Context: an optimization exercise on an open-source flow, tuned for small area. The choices shown serve that exercise and are no tape-out recipe. Only simulation tests tie the RTL to the original design; equivalence was not proved. No activity file was given, so power comes from the tool's default toggle rates.

## run A
## spacekey
module spacekey(VGA_RED, VGA_BLUE, VGA_GREEN, hex0, pix_x, pix_y, pix_v, imgReturn, jump, restart, clk, rst);
For scale: roughly 500 cells after synthesis, ~49 I/O pins.
Settings: LEC_CHECK=0, ABC_AREA=1, CAP_MARGIN=20, CORE_MARGIN=2, CORE_UTILIZATION=40, CTS_BUF_LIST=sky130_fd_sc_hd__clkbuf_8, CTS_CLUSTER_DIAMETER=200, CTS_CLUSTER_SIZE=32, PLACE_DENSITY=0.6, SLEW_MARGIN=20, BUFFER_PORTS_ARGS=-buffer_cell sky130_fd_sc_hd__buf_1; clock period 12.0 ns.
standard.sh (not shown) runs the stock make flow with config.mk's settings and CLKGATE_MAP_FILE= SYNTH_SCRIPT=/design/flow/synth_recipe.tcl, a recipe that flattens the netlist after the stock synthesis.
==> flow/flow/run.sh <==
#!/bin/bash
# Standard layout, except that
#  - after the standard synthesis, the logic between the registers is re-mapped
#    for area (flow/resynth.tcl); the registers are kept as they are;
#  - the port buffers are the smallest buffer cell.
set -euo pipefail
HERE=$(pwd)
R=$HERE/orfs/results/$FLOW_PLATFORM/spacekey/base
echo 'export BUFFER_PORTS_ARGS = -buffer_cell sky130_fd_sc_hd__buf_1' >> config.mk

bash standard.sh synth > synth.log 2>&1

cp $R/1_2_yosys.v $HERE/std_synth.v
YOSYS=$(command -v yosys || echo $FLOW_HOME/../tools/install/yosys/bin/yosys)
LIB=$FLOW_HOME/platforms/$FLOW_PLATFORM/lib/sky130_fd_sc_hd__tt_025C_1v80.lib \
IN_NET=$HERE/std_synth.v OUT_NET=$HERE/resynth.v TOP=$FLOW_TOP \
STAT_BEFORE=$HERE/resynth_before.txt STAT_AFTER=$HERE/resynth_after.txt \
DONT_USE="$(cat $HERE/flow/dont_use.txt)" ABC_SCRIPT=$HERE/flow/abc_area.scr \
  $YOSYS -c $HERE/flow/resynth.tcl > resynth.log 2>&1

cp $HERE/resynth.v $R/1_2_yosys.v
rm -f $R/1_synth.odb $R/1_synth.sdc
bash standard.sh finish > finish.log 2>&1
==> flow/flow/abc_area.scr <==
strash
dch -f
amap
topo
Other scripts of this flow, unchanged in this note and not shown: flow/flow/dont_use.txt, flow/flow/resynth.tcl
Run A did not stop at any stage, and its layout met the timing, DRC and antenna checks.
Here is what was changed in the inputs of run B compared with run A.
Settings: an added CTS_ARGS of -sink_clustering_enable -repair_clock_nets -buf_list sky130_fd_sc_hd__clkbuf_1 -root_buf sky130_fd_sc_hd__clkbuf_4 -dont_use_dummy_load; a change of CTS_BUF_LIST from sky130_fd_sc_hd__clkbuf_8 to sky130_fd_sc_hd__clkbuf_4; a deleted CTS_CLUSTER_DIAMETER that had been 200; a deleted CTS_CLUSTER_SIZE that had been 32.
--- a/flow/flow/run.sh
+++ b/flow/flow/run.sh
@@ -3,8 +3,10 @@
 #  - after the standard synthesis, the logic between the registers is re-mapped
 #    for area (flow/resynth.tcl); the registers are kept as they are;
-#  - the port buffers are the smallest buffer cell.
+#  - the port buffers are the smallest buffer cell;
+#  - the clock tree is built of clkbuf_4 cells, without dummy loads.
 set -euo pipefail
 HERE=$(pwd)
 R=$HERE/orfs/results/$FLOW_PLATFORM/spacekey/base
+echo 'export CTS_ARGS = -sink_clustering_enable -repair_clock_nets -buf_list sky130_fd_sc_hd__clkbuf_1 -root_buf sky130_fd_sc_hd__clkbuf_4 -dont_use_dummy_load' >> config.mk
 echo 'export BUFFER_PORTS_ARGS = -buffer_cell sky130_fd_sc_hd__buf_1' >> config.mk
 
==> flow/flow/abc_area.scr <==
strash
dch -f
amap
strash
dch -f
amap -m
topo
--- outcome ---
Run B did not stop at any stage, and its layout met the timing, DRC and antenna checks.
Run A → run B: relative contribution of the clock network to total power now sits lower, shortest period the worst path allows now sits lower, width of the die now sits lower, worst reg2reg path depth now sits lower.
Input changes introduced in run C (baseline for comparison: run B):
Settings: removing CTS_ARGS (formerly -sink_clustering_enable -repair_clock_nets -buf_list sky130_fd_sc_hd__clkbuf_1 -root_buf sky130_fd_sc_hd__clkbuf_4 -dont_use_dummy_load).
--- a/flow/flow/run.sh
+++ b/flow/flow/run.sh
@@ -3,10 +3,8 @@
 #  - after the standard synthesis, the logic between the registers is re-mapped
 #    for area (flow/resynth.tcl); the registers are kept as they are;
-#  - the port buffers are the smallest buffer cell;
-#  - the clock tree is built of clkbuf_4 cells, without dummy loads.
+#  - the port buffers are the smallest buffer cell.
 set -euo pipefail
 HERE=$(pwd)
 R=$HERE/orfs/results/$FLOW_PLATFORM/spacekey/base
-echo 'export CTS_ARGS = -sink_clustering_enable -repair_clock_nets -buf_list sky130_fd_sc_hd__clkbuf_1 -root_buf sky130_fd_sc_hd__clkbuf_4 -dont_use_dummy_load' >> config.mk
 echo 'export BUFFER_PORTS_ARGS = -buffer_cell sky130_fd_sc_hd__buf_1' >> config.mk
 
Looking at run C and run B, the worst hold slack is a wash. | via count | run C vs run B | ≈ equal |. Diff run B -> run C: smallest setup slack after layout picked up an extra 0.010 ns, amount of wire on met2 after detailed routing about even.
Relative to run C, the following input files were edited for run D:
Settings: putting CTS_ARGS at -sink_clustering_enable -repair_clock_nets -buf_list sky130_fd_sc_hd__clkbuf_4 -dont_use_dummy_load where nothing was set.
--- a/flow/flow/run.sh
+++ b/flow/flow/run.sh
@@ -7,4 +7,5 @@
 HERE=$(pwd)
 R=$HERE/orfs/results/$FLOW_PLATFORM/spacekey/base
+echo 'export CTS_ARGS = -sink_clustering_enable -repair_clock_nets -buf_list sky130_fd_sc_hd__clkbuf_4 -dont_use_dummy_load' >> config.mk
 echo 'export BUFFER_PORTS_ARGS = -buffer_cell sky130_fd_sc_hd__buf_1' >> config.mk
 
Looking at clock-cell share of area, run D sits 1.1 points lower than run C does.
Of run D and run C, it is run D that has the lower area growth from synthesis to layout.
Taking run C over run D, the power per cell area ratio works out to 1.11.
Run D vs run C — total length of routed met3 wires dropped about 4%.
There was hardly any difference in first-pass GRT wire length between run D and run C.
Delta (run D minus run C): maximum single-stage delay on the critical path barely changed, power consumed by the clock network has decreased, worst setup slack decreased by 0.010 ns relative to the old numbers.

---

JK:
Starting RTL as in the previous note.
==> flow/config.mk <==
export PLATFORM = sky130hd
export DESIGN_NAME = spacekey
export DESIGN_NICKNAME = spacekey
export VERILOG_FILES = /design/flow/design.v
export SDC_FILE = /design/flow/constraint.sdc
export NUM_CORES = 4
export LEC_CHECK = 0
export ABC_AREA = 1
export CAP_MARGIN = 20
export CORE_MARGIN = 2
export CORE_UTILIZATION = 40
export CTS_BUF_LIST = sky130_fd_sc_hd__clkbuf_4
export PLACE_DENSITY = 0.6
export SLEW_MARGIN = 20
export CTS_ARGS = -sink_clustering_enable -repair_clock_nets -buf_list sky130_fd_sc_hd__clkbuf_4 -dont_use_dummy_load
export BUFFER_PORTS_ARGS = -buffer_cell sky130_fd_sc_hd__buf_1
==> flow/constraint.sdc <==
create_clock -name core_clock -period 12.0 [get_ports {clk}]
set_input_delay 2.4000 -clock core_clock [delete_from_list [all_inputs] [get_ports {clk}]]
set_output_delay 2.4000 -clock core_clock [all_outputs]
set_load 0.01 [all_outputs]
==> flow/flow/run.sh <==
#!/bin/bash
# Standard layout, except that
#  - after the standard synthesis, the logic between the registers is re-mapped
#    for area (flow/resynth.tcl); the registers are kept as they are;
#  - the port buffers are the smallest buffer cell;
#  - the clock tree is built of clkbuf_4 cells, without dummy loads.
set -euo pipefail
HERE=$(pwd)
R=$HERE/orfs/results/$FLOW_PLATFORM/spacekey/base
echo 'export CTS_ARGS = -sink_clustering_enable -repair_clock_nets -buf_list sky130_fd_sc_hd__clkbuf_4 -dont_use_dummy_load' >> config.mk
echo 'export BUFFER_PORTS_ARGS = -buffer_cell sky130_fd_sc_hd__buf_1' >> config.mk

bash standard.sh synth > synth.log 2>&1

cp $R/1_2_yosys.v $HERE/std_synth.v
YOSYS=$(command -v yosys || echo $FLOW_HOME/../tools/install/yosys/bin/yosys)
LIB=$FLOW_HOME/platforms/$FLOW_PLATFORM/lib/sky130_fd_sc_hd__tt_025C_1v80.lib \
IN_NET=$HERE/std_synth.v OUT_NET=$HERE/resynth.v TOP=$FLOW_TOP \
STAT_BEFORE=$HERE/resynth_before.txt STAT_AFTER=$HERE/resynth_after.txt \
DONT_USE="$(cat $HERE/flow/dont_use.txt)" ABC_SCRIPT=$HERE/flow/abc_area.scr \
  $YOSYS -c $HERE/flow/resynth.tcl > resynth.log 2>&1

cp $HERE/resynth.v $R/1_2_yosys.v
rm -f $R/1_synth.odb $R/1_synth.sdc
bash standard.sh finish > finish.log 2>&1
Other scripts of this flow, unchanged in this note and not shown: flow/flow/abc_area.scr, flow/flow/dont_use.txt, flow/flow/resynth.tcl
Every stage of the flow completed for JK, and the final layout passed the timing, DRC and antenna checks.
--- input diff JK..MS ---
Settings: CTS_ARGS changed from -sink_clustering_enable -repair_clock_nets -buf_list sky130_fd_sc_hd__clkbuf_4 -dont_use_dummy_load to -sink_clustering_enable -repair_clock_nets -buf_list sky130_fd_sc_hd__clkbuf_8 -sink_clustering_size 32 -sink_clustering_max_diameter 1000 -sink_clustering_levels 1 -dont_use_dummy_load.
-- flow/flow/run.sh --
<<< JK, line 4
#    for area (flow/resynth.tcl); the registers are kept as they are;
#  - the port buffers are the smallest buffer cell;
#  - the clock tree is built of clkbuf_4 cells, without dummy loads.
set -euo pipefail
>>> MS, line 4
#    for area (flow/resynth.tcl); the registers are kept as they are;
#  - the port buffers are the smallest buffer cell.
set -euo pipefail
<<< JK, line 9
R=$HERE/orfs/results/$FLOW_PLATFORM/spacekey/base
echo 'export CTS_ARGS = -sink_clustering_enable -repair_clock_nets -buf_list sky130_fd_sc_hd__clkbuf_4 -dont_use_dummy_load' >> config.mk
echo 'export BUFFER_PORTS_ARGS = -buffer_cell sky130_fd_sc_hd__buf_1' >> config.mk
>>> MS, line 8
R=$HERE/orfs/results/$FLOW_PLATFORM/spacekey/base
echo 'export CTS_ARGS = -sink_clustering_enable -repair_clock_nets -buf_list sky130_fd_sc_hd__clkbuf_8 -sink_clustering_size 32 -sink_clustering_max_diameter 1000 -sink_clustering_levels 1 -dont_use_dummy_load' >> config.mk
echo 'export BUFFER_PORTS_ARGS = -buffer_cell sky130_fd_sc_hd__buf_1' >> config.mk
- Comparing JK against MS, there is no change at all in core area.
- JK has higher global-route track usage on met3 than MS.
- Taking MS as 1.0, JK lands at 1.08 on first-iteration DRC count.
- MS packs its core tighter than JK.
- Summary of MS over JK: setup slack shows a reduction of 9.9 ps, summed area of non-filler cells in the final layout +about 1%.
- Via count of the first global-routing pass delta (MS -> JK): insignificant
- The detailed-route wire length on metal 1 number comes out lower for JK vs MS.
- On sequential share of layout area, the higher figure sits with JK, not MS.
Edits applied to the flow inputs when going from MS to AL:
Settings: changing CTS_ARGS from -sink_clustering_enable -repair_clock_nets -buf_list sky130_fd_sc_hd__clkbuf_8 -sink_clustering_size 32 -sink_clustering_max_diameter 1000 -sink_clustering_levels 1 -dont_use_dummy_load to -sink_clustering_enable -repair_clock_nets -buf_list sky130_fd_sc_hd__clkbuf_8 -sink_clustering_size 32 -sink_clustering_max_diameter 500 -dont_use_dummy_load.
-- flow/flow/run.sh --
<<< MS, line 8
R=$HERE/orfs/results/$FLOW_PLATFORM/spacekey/base
echo 'export CTS_ARGS = -sink_clustering_enable -repair_clock_nets -buf_list sky130_fd_sc_hd__clkbuf_8 -sink_clustering_size 32 -sink_clustering_max_diameter 1000 -sink_clustering_levels 1 -dont_use_dummy_load' >> config.mk
echo 'export BUFFER_PORTS_ARGS = -buffer_cell sky130_fd_sc_hd__buf_1' >> config.mk
>>> AL, line 8
R=$HERE/orfs/results/$FLOW_PLATFORM/spacekey/base
echo 'export CTS_ARGS = -sink_clustering_enable -repair_clock_nets -buf_list sky130_fd_sc_hd__clkbuf_8 -sink_clustering_size 32 -sink_clustering_max_diameter 500 -dont_use_dummy_load' >> config.mk
echo 'export BUFFER_PORTS_ARGS = -buffer_cell sky130_fd_sc_hd__buf_1' >> config.mk
==> comparison <==
As far as combinational power is concerned, AL and MS perform about the same.
Looking at MS and AL, the smallest setup slack after layout is a wash.
Actual transition at the worst max-transition pin: MS vs AL identical
Multi-input combinational gate total: AL vs MS identical
Compared with MS, in AL critical path depth saw little to no change; clock buffer instance count of the final layout ~0 delta.
Input changes introduced in TR (baseline for comparison: AL):
Settings: a change of CTS_ARGS from -sink_clustering_enable -repair_clock_nets -buf_list sky130_fd_sc_hd__clkbuf_8 -sink_clustering_size 32 -sink_clustering_max_diameter 500 -dont_use_dummy_load to -sink_clustering_enable -repair_clock_nets -buf_list sky130_fd_sc_hd__clkbuf_2 -root_buf sky130_fd_sc_hd__clkbuf_4 -dont_use_dummy_load.
-- flow/flow/run.sh --
<<< AL, line 4
#    for area (flow/resynth.tcl); the registers are kept as they are;
#  - the port buffers are the smallest buffer cell.
set -euo pipefail
>>> TR, line 4
#    for area (flow/resynth.tcl); the registers are kept as they are;
#  - the port buffers are the smallest buffer cell;
#  - the clock tree is built of clkbuf_4 cells, without dummy loads.
set -euo pipefail
<<< AL, line 8
R=$HERE/orfs/results/$FLOW_PLATFORM/spacekey/base
echo 'export CTS_ARGS = -sink_clustering_enable -repair_clock_nets -buf_list sky130_fd_sc_hd__clkbuf_8 -sink_clustering_size 32 -sink_clustering_max_diameter 500 -dont_use_dummy_load' >> config.mk
echo 'export BUFFER_PORTS_ARGS = -buffer_cell sky130_fd_sc_hd__buf_1' >> config.mk
>>> TR, line 9
R=$HERE/orfs/results/$FLOW_PLATFORM/spacekey/base
echo 'export CTS_ARGS = -sink_clustering_enable -repair_clock_nets -buf_list sky130_fd_sc_hd__clkbuf_2 -root_buf sky130_fd_sc_hd__clkbuf_4 -dont_use_dummy_load' >> config.mk
echo 'export BUFFER_PORTS_ARGS = -buffer_cell sky130_fd_sc_hd__buf_1' >> config.mk
TR closes out successfully: all stages finished, all timing, DRC and antenna checks passed. When the final numbers for AL and TR were put side by side, the clock network area share turned out to be greater in AL. The upper clock frequency limit of TR and that of AL are within noise of each other. [TR] internal portion of total power fell about 10% relative to AL. End-of-flow core utilization in TR vs AL: down 0.44 points. In the flow results for AL and TR, the total power is larger on AL. AL → TR: wire length -31 µm; via count ~0 delta; met1 demand-to-capacity share in global routing ~0 delta; clock network fraction of total power -6.2 points. Looking at AL and TR, the data arrival time of the worst path is a wash. Between AL and TR, portion of total power attributed to combinational logic increased.

---

## run 1
spacekey again, from the RTL that the note above started with.
clock: 12.0 ns
lec_check: 0
abc_area: 1
cap_margin: 20
core_margin: 2
core_utilization: 40
cts_buf_list: sky130_fd_sc_hd__clkbuf_4
place_density: 0.6
slew_margin: 20
buffer_ports_args: -buffer_cell sky130_fd_sc_hd__buf_1
==> flow/flow/run.sh <==
#!/bin/bash
# Standard layout, except that
#  - after the standard synthesis, the logic between the registers is re-mapped
#    for area (flow/resynth.tcl); the registers are kept as they are;
#  - the port buffers are the smallest buffer cell.
set -euo pipefail
HERE=$(pwd)
R=$HERE/orfs/results/$FLOW_PLATFORM/spacekey/base
echo 'export BUFFER_PORTS_ARGS = -buffer_cell sky130_fd_sc_hd__buf_1' >> config.mk

bash standard.sh synth > synth.log 2>&1

cp $R/1_2_yosys.v $HERE/std_synth.v
YOSYS=$(command -v yosys || echo $FLOW_HOME/../tools/install/yosys/bin/yosys)
LIB=$FLOW_HOME/platforms/$FLOW_PLATFORM/lib/sky130_fd_sc_hd__tt_025C_1v80.lib \
IN_NET=$HERE/std_synth.v OUT_NET=$HERE/resynth.v TOP=$FLOW_TOP \
STAT_BEFORE=$HERE/resynth_before.txt STAT_AFTER=$HERE/resynth_after.txt \
DONT_USE="$(cat $HERE/flow/dont_use.txt)" ABC_SCRIPT=$HERE/flow/abc_area.scr \
  $YOSYS -c $HERE/flow/resynth.tcl > resynth.log 2>&1

cp $HERE/resynth.v $R/1_2_yosys.v
rm -f $R/1_synth.odb $R/1_synth.sdc
bash standard.sh finish > finish.log 2>&1
==> flow/flow/abc_area.scr <==
strash
dch -f
amap
topo
Other scripts of this flow, unchanged in this note and not shown: flow/flow/dont_use.txt, flow/flow/resynth.tcl
#### Input delta (run 2 over run 1)
- CTS_ARGS newly set to -repair_clock_nets -buf_list sky130_fd_sc_hd__clkbuf_8 -root_buf sky130_fd_sc_hd__clkbuf_8 -distance_between_buffers 1000 -dont_use_dummy_load
--- a/flow/flow/run.sh
+++ b/flow/flow/run.sh
@@ -8,2 +8,3 @@
 R=$HERE/orfs/results/$FLOW_PLATFORM/spacekey/base
+echo 'export CTS_ARGS = -repair_clock_nets -buf_list sky130_fd_sc_hd__clkbuf_8 -root_buf sky130_fd_sc_hd__clkbuf_8 -distance_between_buffers 1000 -dont_use_dummy_load' >> config.mk
 echo 'export BUFFER_PORTS_ARGS = -buffer_cell sky130_fd_sc_hd__buf_1' >> config.mk
==> flow/flow/abc_area.scr <==
strash
dch -f
amap
strash
dch -f
amap -m
topo
Findings:
- The power drawn by the combinational cells was comparable across run 2 and run 1.
- Of run 2 and run 1, run 1 shows the lower share of total power in the clock network, with run 2 above it.
- There was hardly any difference in count of clock-buffer cells in the layout between run 2 and run 1.
- Compared with run 1, run 2 shows a higher final routed wire length divided by cell count.
- Run 2 vs. run 1: standard cell core area went down by 0.54%.
- Compared with run 1, run 2 shows placed standard-cell area that has gone down slightly.
- NOTE: number of nets at the end of the flow in run 2 falls short of that of run 1

separate check: timing with driven ports:
In the flow no input, the clock included, has a driving cell. The finished layouts below were timed again as built, in two steps.
Step 1: set_driving_cell puts a clkbuf_16 on clk and a buf_2 on each other input, an assumption about the parent block.
Step 2 also shifts input and output timing later by t, the mid clock arrival at the registers, as if the neighbouring blocks saw the same clock.
Three values: ideal, step 1, step 2; two values: the first two.
run | t (ns) | setup slack, ns | latest minus earliest clock arrival (ns) | cell pins on the clock port's net
run A | 0.307 | 1.777 / 1.747 / 1.747 | 0.003 / 0.004 | 1
run B | 0.344 | 2.052 / 2.028 / 2.028 | 0.036 / 0.037 | 1
run C | 0.356 | 2.062 / 2.038 / 2.038 | 0.022 / 0.021 | 1
run D | 0.344 | 2.052 / 2.028 / 2.028 | 0.036 / 0.037 | 1
JK | 0.344 | 2.052 / 2.028 / 2.028 | 0.036 / 0.037 | 1
MS | 0.298 | 2.042 / 2.018 / 2.018 | 0.023 / 0.023 | 1
AL | 0.298 | 2.042 / 2.018 / 2.018 | 0.023 / 0.023 | 1
TR | 0.344 | 2.052 / 2.028 / 2.028 | 0.036 / 0.037 | 1
run 1 | 0.363 | 1.787 / 1.758 / 1.758 | 0.009 / 0.009 | 1
run 2 | 0.298 | 2.042 / 2.018 / 2.018 | 0.023 / 0.023 | 1
After both steps every run listed still meets setup and hold. The setup slack of run A, which loses most, moves by -0.030 ns with the drivers and by -0.030 ns with both steps.
